This is an optimization exercise on Yosys and OpenROAD, whose aim is small area, not a production implementation.
Function was checked by simulation only, so behaviour that the tests miss may differ from the original.
No activity file was given, so power comes from the tool's default toggle rates.

File: run.sh
#!/bin/bash
# synth_recipe.tcl (not shown) runs the flow's synth.tcl, then flattens the netlist and writes it again
# the make line also repeats each setting of config.mk as NAME=value (left out here)
make -C /OpenROAD-flow-scripts/flow DESIGN_CONFIG=/design/flow/config.mk WORK_HOME=/design/flow/orfs CLKGATE_MAP_FILE= SYNTH_SCRIPT=/design/flow/synth_recipe.tcl finish
File: config.mk
export PLATFORM = sky130hd
export DESIGN_NAME = FPGA
export DESIGN_NICKNAME = FPGA
export VERILOG_FILES = /design/flow/design.v
export SDC_FILE = /design/flow/constraint.sdc
export NUM_CORES = 4
export LEC_CHECK = 0
export CAP_MARGIN = 20
export CORE_MARGIN = 2
export CORE_UTILIZATION = 40
export SLEW_MARGIN = 20
File: constraint.sdc
create_clock -name core_clock -period 10.0 [get_ports {MAX10_CLK1_50}]
set_input_delay 2.0000 -clock core_clock [delete_from_list [all_inputs] [get_ports {MAX10_CLK1_50}]]
set_output_delay 2.0000 -clock core_clock [all_outputs]
set_load 0.01 [all_outputs]
File: design.v
module FPGA (
   input  wire       MAX10_CLK1_50,
   input  wire       rst,
   input  wire       uart_rx,
   output wire [3:0] VGA_R,
   output wire [3:0] VGA_G,
   output wire [3:0] VGA_B,
   output wire       VGA_HS,
   output wire       VGA_VS,
   output wire [9:0] LEDR
);
   wire clk = MAX10_CLK1_50;
   reg  [10:0] hc;
   reg  [9:0]  vc;
   wire [9:0]  h  = hc[10:1];
   wire        ce = hc[0];
   wire        hend = hc[10] & hc[9] & (&hc[5:0]);    
   wire        vend = vc[9] & vc[3] & vc[2];           
   always @(posedge clk) begin
      if (rst) begin
         hc <= 11'd1;
         vc <= 10'd0;
      end else begin
         hc <= hend ? 11'd0 : hc + 11'd1;
         if (hend) vc <= vend ? 10'd0 : vc + 10'd1;
      end
   end
   assign VGA_HS = ~((h >= 10'd656) && (h < 10'd752));
   assign VGA_VS = ~((vc >= 10'd490) && (vc < 10'd492));
   wire visible = (h < 10'd640) && (vc < 10'd480);
   reg       rxs;
   reg       mode;
   reg [8:0] cnt;
   reg [8:0] sr;
   wire c216 = ~cnt[8] & cnt[7] & cnt[6] & cnt[4] & cnt[3];
   wire c433 = cnt[8] & cnt[7] & cnt[5] & cnt[4] & cnt[0];
   wire c434 = cnt[8] & cnt[7] & cnt[5] & cnt[4] & cnt[1];
   wire rx_dv = mode & c434;
   wire [7:0] rb = sr[8:1];
   always @(posedge clk) begin
      if (rst) begin
         rxs  <= 1'b1;
         mode <= 1'b0;
         cnt  <= 9'd511;
      end else begin
         rxs <= uart_rx;
         if (!mode) begin
            if (cnt[8]) begin
               if (!rxs) cnt <= 9'd0;
            end else if (c216) begin
               if (!rxs) begin
                  mode <= 1'b1;
                  cnt  <= 9'd0;
               end else
                  cnt <= 9'd511;
            end else
               cnt <= cnt + 9'd1;
         end else begin
            if (c434) begin
               mode <= 1'b0;
               cnt  <= 9'd511;
            end else if (c433 && !sr[0])
               cnt <= 9'd0;
            else
               cnt <= cnt + 9'd1;
         end
      end
   end
   always @(posedge clk) begin
      if (!mode && !cnt[8] && c216 && !rxs)
         sr <= 9'h100;
      else if (mode && c433 && !sr[0])
         sr <= {rxs, sr[8:1]};
   end
   reg [3:0] ps;
   reg [8:0] p1s, p2s, bys;
   reg [9:0] bxs;
   reg [8:0] p1y, p2y, by;
   reg [9:0] bx;
   reg [2:0] sa, sb;
   reg [7:0] led;
   wire hi_ge2 = |rb[6:1];
   wire y8   = ~rb[7] & (hi_ge2 | rb[0]);
   wire ysat = rb[7] | hi_ge2;
   wire x9   = ~rb[7] & hi_ge2;
   wire x8   = ~rb[7] & ~hi_ge2 & rb[0];
   wire xsat = rb[7] | (|rb[6:2]) | (rb[1] & rb[0]);
   function [7:0] ylo;
      input       top, sat;
      input [7:0] lo;
   begin
      if (sat) ylo = top ? 8'hDF : 8'h00;
      else if (top && lo[7] && lo[6] && lo[5]) ylo = 8'hDF;
      else ylo = lo;
   end
   endfunction
   function [7:0] xlo;
      input       top, sat;
      input [7:0] lo;
   begin
      if (sat) xlo = top ? 8'h7F : 8'h00;
      else if (top && lo[7]) xlo = 8'h7F;
      else xlo = lo;
   end
   endfunction
   always @(posedge clk) begin
      if (rst)
         ps <= 4'd0;
      else if (rx_dv) begin
         if (ps == 4'd0)
            ps <= (rb == 8'hA5) ? 4'd1 : 4'd0;
         else if (ps == 4'd11)
            ps <= 4'd0;
         else
            ps <= ps + 4'd1;
      end
   end
   always @(posedge clk) begin
      if (rx_dv) begin
         case (ps)
            4'd1: begin p1s[8] <= y8; p1s[7] <= ysat; end
            4'd2: p1s[7:0] <= ylo(p1s[8], p1s[7], rb);
            4'd3: begin p2s[8] <= y8; p2s[7] <= ysat; end
            4'd4: p2s[7:0] <= ylo(p2s[8], p2s[7], rb);
            4'd5: begin bxs[9] <= x9; bxs[8] <= x8; bxs[7] <= xsat; end
            4'd6: bxs[7:0] <= xlo(bxs[9], bxs[7], rb);
            4'd7: begin bys[8] <= y8; bys[7] <= ysat; end
            4'd8: bys[7:0] <= ylo(bys[8], bys[7], rb);
            default: ;
         endcase
      end
   end
   always @(posedge clk) begin
      if (rst) begin
         p1y <= 9'd200;
         p2y <= 9'd200;
         bx  <= 10'd320;
         by  <= 9'd240;
         sa  <= 3'd0;
         sb  <= 3'd0;
         led <= 8'd0;
      end else if (rx_dv) begin
         led <= rb;
         if (ps == 4'd9)  sa <= {|rb[7:2], rb[1:0]};
         if (ps == 4'd10) sb <= {|rb[7:2], rb[1:0]};
         if (ps == 4'd11 && rb == 8'h5A) begin
            p1y <= p1s;
            p2y <= p2s;
            bx  <= bxs;
            by  <= bys;
         end
      end
   end
   wire [9:0] v = vc;
   wire [10:0] d1 = {1'b0, v} - {2'b0, p1y};
   wire [10:0] d2 = {1'b0, v} - {2'b0, p2y};
   wire [10:0] dbx = {1'b0, h} - {1'b0, bx};
   wire [10:0] dby = {1'b0, v} - {2'b0, by};
   wire paddle1_on = (h >= 10'd20)  && (h < 10'd30)  && !d1[10] && (d1[9:0] < 10'd60);
   wire paddle2_on = (h >= 10'd610) && (h < 10'd620) && !d2[10] && (d2[9:0] < 10'd60);
   wire ball_on    = (dbx[10:3] == 8'd0) && (dby[10:3] == 8'd0);
   wire b_lt4 = ~sb[2];
   wire b_lt3 = ~sb[2] & ~(sb[1] & sb[0]);
   wire b_lt2 = ~sb[2] & ~sb[1];
   wire b_lt1 = ~sb[2] & ~sb[1] & ~sb[0];
   wire a_lt4 = ~sa[2];
   wire a_lt3 = ~sa[2] & ~(sa[1] & sa[0]);
   wire a_lt2 = ~sa[2] & ~sa[1];
   wire a_lt1 = ~sa[2] & ~sa[1] & ~sa[0];
   wire tick_row = (v >= 10'd20) && (v < 10'd30);
   wire score_on = tick_row && (
        ((h >= 10'd20)  && (h < 10'd23)  && b_lt4) ||
        ((h >= 10'd28)  && (h < 10'd31)  && b_lt3) ||
        ((h >= 10'd36)  && (h < 10'd39)  && b_lt2) ||
        ((h >= 10'd44)  && (h < 10'd47)  && b_lt1) ||
        ((h >= 10'd617) && (h < 10'd620) && a_lt4) ||
        ((h >= 10'd609) && (h < 10'd612) && a_lt3) ||
        ((h >= 10'd601) && (h < 10'd604) && a_lt2) ||
        ((h >= 10'd593) && (h < 10'd596) && a_lt1));
   reg white, lit;
   always @(posedge clk) begin
      if (rst) begin
         white <= 1'b0;
         lit   <= 1'b0;
      end else if (ce) begin
         white <= visible & (paddle1_on | paddle2_on | ball_on);
         lit   <= visible & (paddle1_on | paddle2_on | ball_on | score_on);
      end
   end
   assign VGA_R = {white, lit, lit, lit};
   assign VGA_G = {white, lit, lit, lit};
   assign VGA_B = {white, lit, lit, lit};
   assign LEDR  = {2'b00, led};
endmodule
==> impl_results.md <==
* Hpwl dp at ~12 mm
* Remaining DRCs at 0
* Yosys reg bits at ~140
* Ys async rst share at 0%
* Syn Inst Count at between 900 and 1k
* First-pass iteration count of the detailed router at 6
* Total Routing Usage GR at a little under a fifth
* WS Path Type: reg2out
* Startpoint types: flip-flop
* Worst skew pair latency at 0.42 ns
* Slew Viols, Final at 0
* DRT Wirelength at between 15 and 20 mm
* Die footprint at slightly below 20000 sq um
* Worst min-delay path endpoint: p2y[3]$_SDFFE_PP1P_
* Hold Slack at between 0.4 and 0.5 ns
* Top-area cell type share of the netlist area at a little over a quarter
* Final ANT Viol Nets at 0
* Worst R2R Setup Slack at just over 7 ns
* Commonest non-fill, non-tap cell in the layout: nand2_1
* Post-synth top flop: dfxtp_1
* Most frequent cells in the layout: 126 x nand2_1, 112 x nor2_1, 98 x dfxtp_1
* Reg-to-reg startpoint: cnt[4]$_SDFFE_PP1P_
* Gp weighted congestion at between 0.8 and 0.9
* Clock transition at the registers of the reported paths at ~0.06 ns
* Post-CTS Setup Inserts at 0
* CP required at ~8.0 ns
* CTS tree: done
* Die X-Extent at 140 um
* First-pass GRT wire length at around 29 mm
* Place WS at between 6 and 7 ns
* Worst Slack Setup Final at between 5 and 6 ns
* Vias at 6039
* Mean area per synthesized cell at 8.20 sq um
* Ranking of synthesized cells by area: dfxtp_1 27%, edfxtp_1 15%, ha_1 7.1%, nand2_1 6.4%, nor2_1 5.7%
* Hold Vio Cnt, Final at 0
* Worst Max-Slew Pin Slew at 1.09 ns
* Largest net degree at the start of global routing at 72
* Count of final setup violators at 0
* Peak VDD IR at 0.119 mV
* Fillers at 1771
* Total negative slack at 0 ns
* CTS Buffer Depth at 2
* Fin crit period at around 4.0 ns
* Hold path cells at 1
* Critical Path Fanout Max at 8
* Htree depth at 4
* Routed len/inst at about 15 um
* Max cap viols at 0
* Root Driver: clkbuf_16
* Antenna diodes at 0
* Drt initial violations at 428
* CP arrival at ~2 ns
* Vias/cell at 5.33
* Hold wc startpoint: p2s[3]$_DFFE_PP_
* P_leak at 0.00304 uW
* Post-Synthesis Cell Area at 7390 sq um
* Final period utilization at roughly two fifths
* Worst min-delay path category: reg2reg
* Largest area contributor in the netlist: dfxtp_1
* Pwr Density at around 160 nW/um^2
* Worst Reg-to-Reg Cells at 7
* Status: complete, no violations
* Starting density of the core at between 40% and 50%
* Initial antenna violation count at 0
* TritonCTS buffer count at 17
* Fmax at 248 MHz
* Sequential area share after synthesis at 41.6%
* Yosys warning count at 1
* Post-layout util at ~46%
* Final nets at approximately 940
* Core Rows at approximately 50
* Worst Clk Skew at ~0.013 ns
* Die Ht at 140 um
* Unique masters post-synth at 70
* Port bufs at 24
* Layout area overhead at 12.1%
* Vias in the first global route at between 5k and 6k
* IO Pins at 27
* Congestion Overflow GR at 0
* Cts repair resizes at 0
* RSZ-0062 raised after global routing: no
* Layout cell share with drive strength beyond 1 at around 6%
* Rel. slew slack at a little over a quarter
* Hold Buf Count CTS at 0
* Setup crit end kind: output port
* Number of synthesized flops with an enable pin at 37
* R2r endpoint: p1y[7]$_SDFFE_PP1P_
* Core Box Area at between 15000 and 20000 sq um
* Sink Count at about 140
[Yosys cell counts (11+ instances only)]
| cell | number |
|---|---|
| o21ai_0 | 47 |
| buf_4 | 14 |
| clkbuf_1 | 32 |
| edfxtp_1 | 37 |
| a21oi_1 | 84 |
| ha_1 | 42 |
| nand3_1 | 30 |
| and3_1 | 13 |
| nand2_1 | 126 |
| a211o_1 | 13 |
| nor2_1 | 113 |
| a31oi_1 | 12 |
| nand2b_1 | 11 |
| xnor2_1 | 11 |
| dfxtp_1 | 98 |
| inv_1 | 59 |
| nor3_1 | 13 |
[worst max-delay path, cell delays in order (launching register included)]
cell	delay, ns
dfxtp_1	0.50
nand4_1	0.23
nor4_1	0.25
o21ai_0	0.14
clkdlybuf4s50_1	0.50
[per-layer routing]
layer	vias to the layer above	wire, um	part of all wire, %	track usage [%]
li1	3121	-	-	-
met1	2792	8560	50	24.9
met2	108	7780	45	28.9
met3	18	527	3.1	3.56
met4	0	231	1.4	5.05
met5	-	0	0	0
[worst max-delay path by stage]
stage,from,endpoint
after floorplan,hc[7]$_SDFF_PP0_,VGA_HS
after global placement,hc[7]$_SDFF_PP0_,VGA_HS
after detailed placement,vc[6]$_SDFFE_PP0P_,VGA_VS
after CTS,vc[6]$_SDFFE_PP0P_,VGA_VS
after global routing,vc[6]$_SDFFE_PP0P_,VGA_VS
final,vc[6]$_SDFFE_PP0P_,VGA_VS
[kinds of logic after synthesis]
family | share of synthesized area [%]
other | 0.0507
AO/OA/AOI/OAI | 18.3
XOR/XNOR | 2.13
flip-flops | 41.6
AND/OR/NAND/NOR | 23.1
multiplexers | 0.965
buffers and inverters | 6.79
adder cells (fa/ha/maj) | 7.11
[per-stage QoR]
step / std cells / total power [uW] / instance area (sq um)
2_1_floorplan: 902 / 661 / 7400
5_1_grt: 1133 / 1350 / 8280
6_report: 1133 / 1300 / 8280
3_5_place_dp: 1100 / 682 / 7660
3_3_place_gp: 1100 / 681 / 7660
4_1_cts: 1132 / 1310 / 8270
[state kept, by name, indices dropped and copies added, names as in the netlist, 3 cells and up]
| signal | count |
|---|---|
| sa | 3 |
| hc | 11 |
| bys | 9 |
| by | 9 |
| vc | 10 |
| sr | 9 |
| sb | 3 |
| p2s | 9 |
| led | 8 |
| cnt | 9 |
| ps | 4 |
| bxs | 10 |
| p2y | 9 |
| p1y | 9 |
| bx | 10 |
| p1s | 9 |
[layout make-up]
cell class	instances	area, sq um	area share, %
multi-input cells	651	3830	46.2
flip-flops and latches	135	3070	37.1
clock buffers	23	522	6.30
well taps	229	287	3.46
repair buffers	27	265	3.20
inverters	59	221	2.67
clock inverters	9	86.3	1.04
[power by group]
part | switching, uW | internal [uW] | leakage, uW
Sequential | 19.4 | 572 | 0.00112
Combinational | 52.6 | 27.8 | 0.00162
Clock | 237 | 393 | 0.000291

[re-timing with driven ports]
The results above use ideal ports. As a check the final layout listed here was re-extracted and re-timed, cells and wires unchanged. Step 1 sets driving cells, clkbuf_16 on the clock port and buf_2 on the other inputs (assumed; they add their load-dependent delay and slew). Step 2 times the ports against the registers' clock, not the clock port: input delays grow and output delays shrink by t, the midpoint of the rising clock arrivals with the driver on. a / b / c = ideal / step 1 / step 2; a / b = the first two.
t (ns): 0.457
slack for setup (ns): 5.965 / 5.926 / 6.383
clock arrival spread, ns: 0.013 / 0.013
worst data-port slew with drivers (ns): 0.03
After both steps this run still meets setup and hold. The setup slack of this run moves by -0.039 ns with the drivers and by +0.418 ns with both steps.
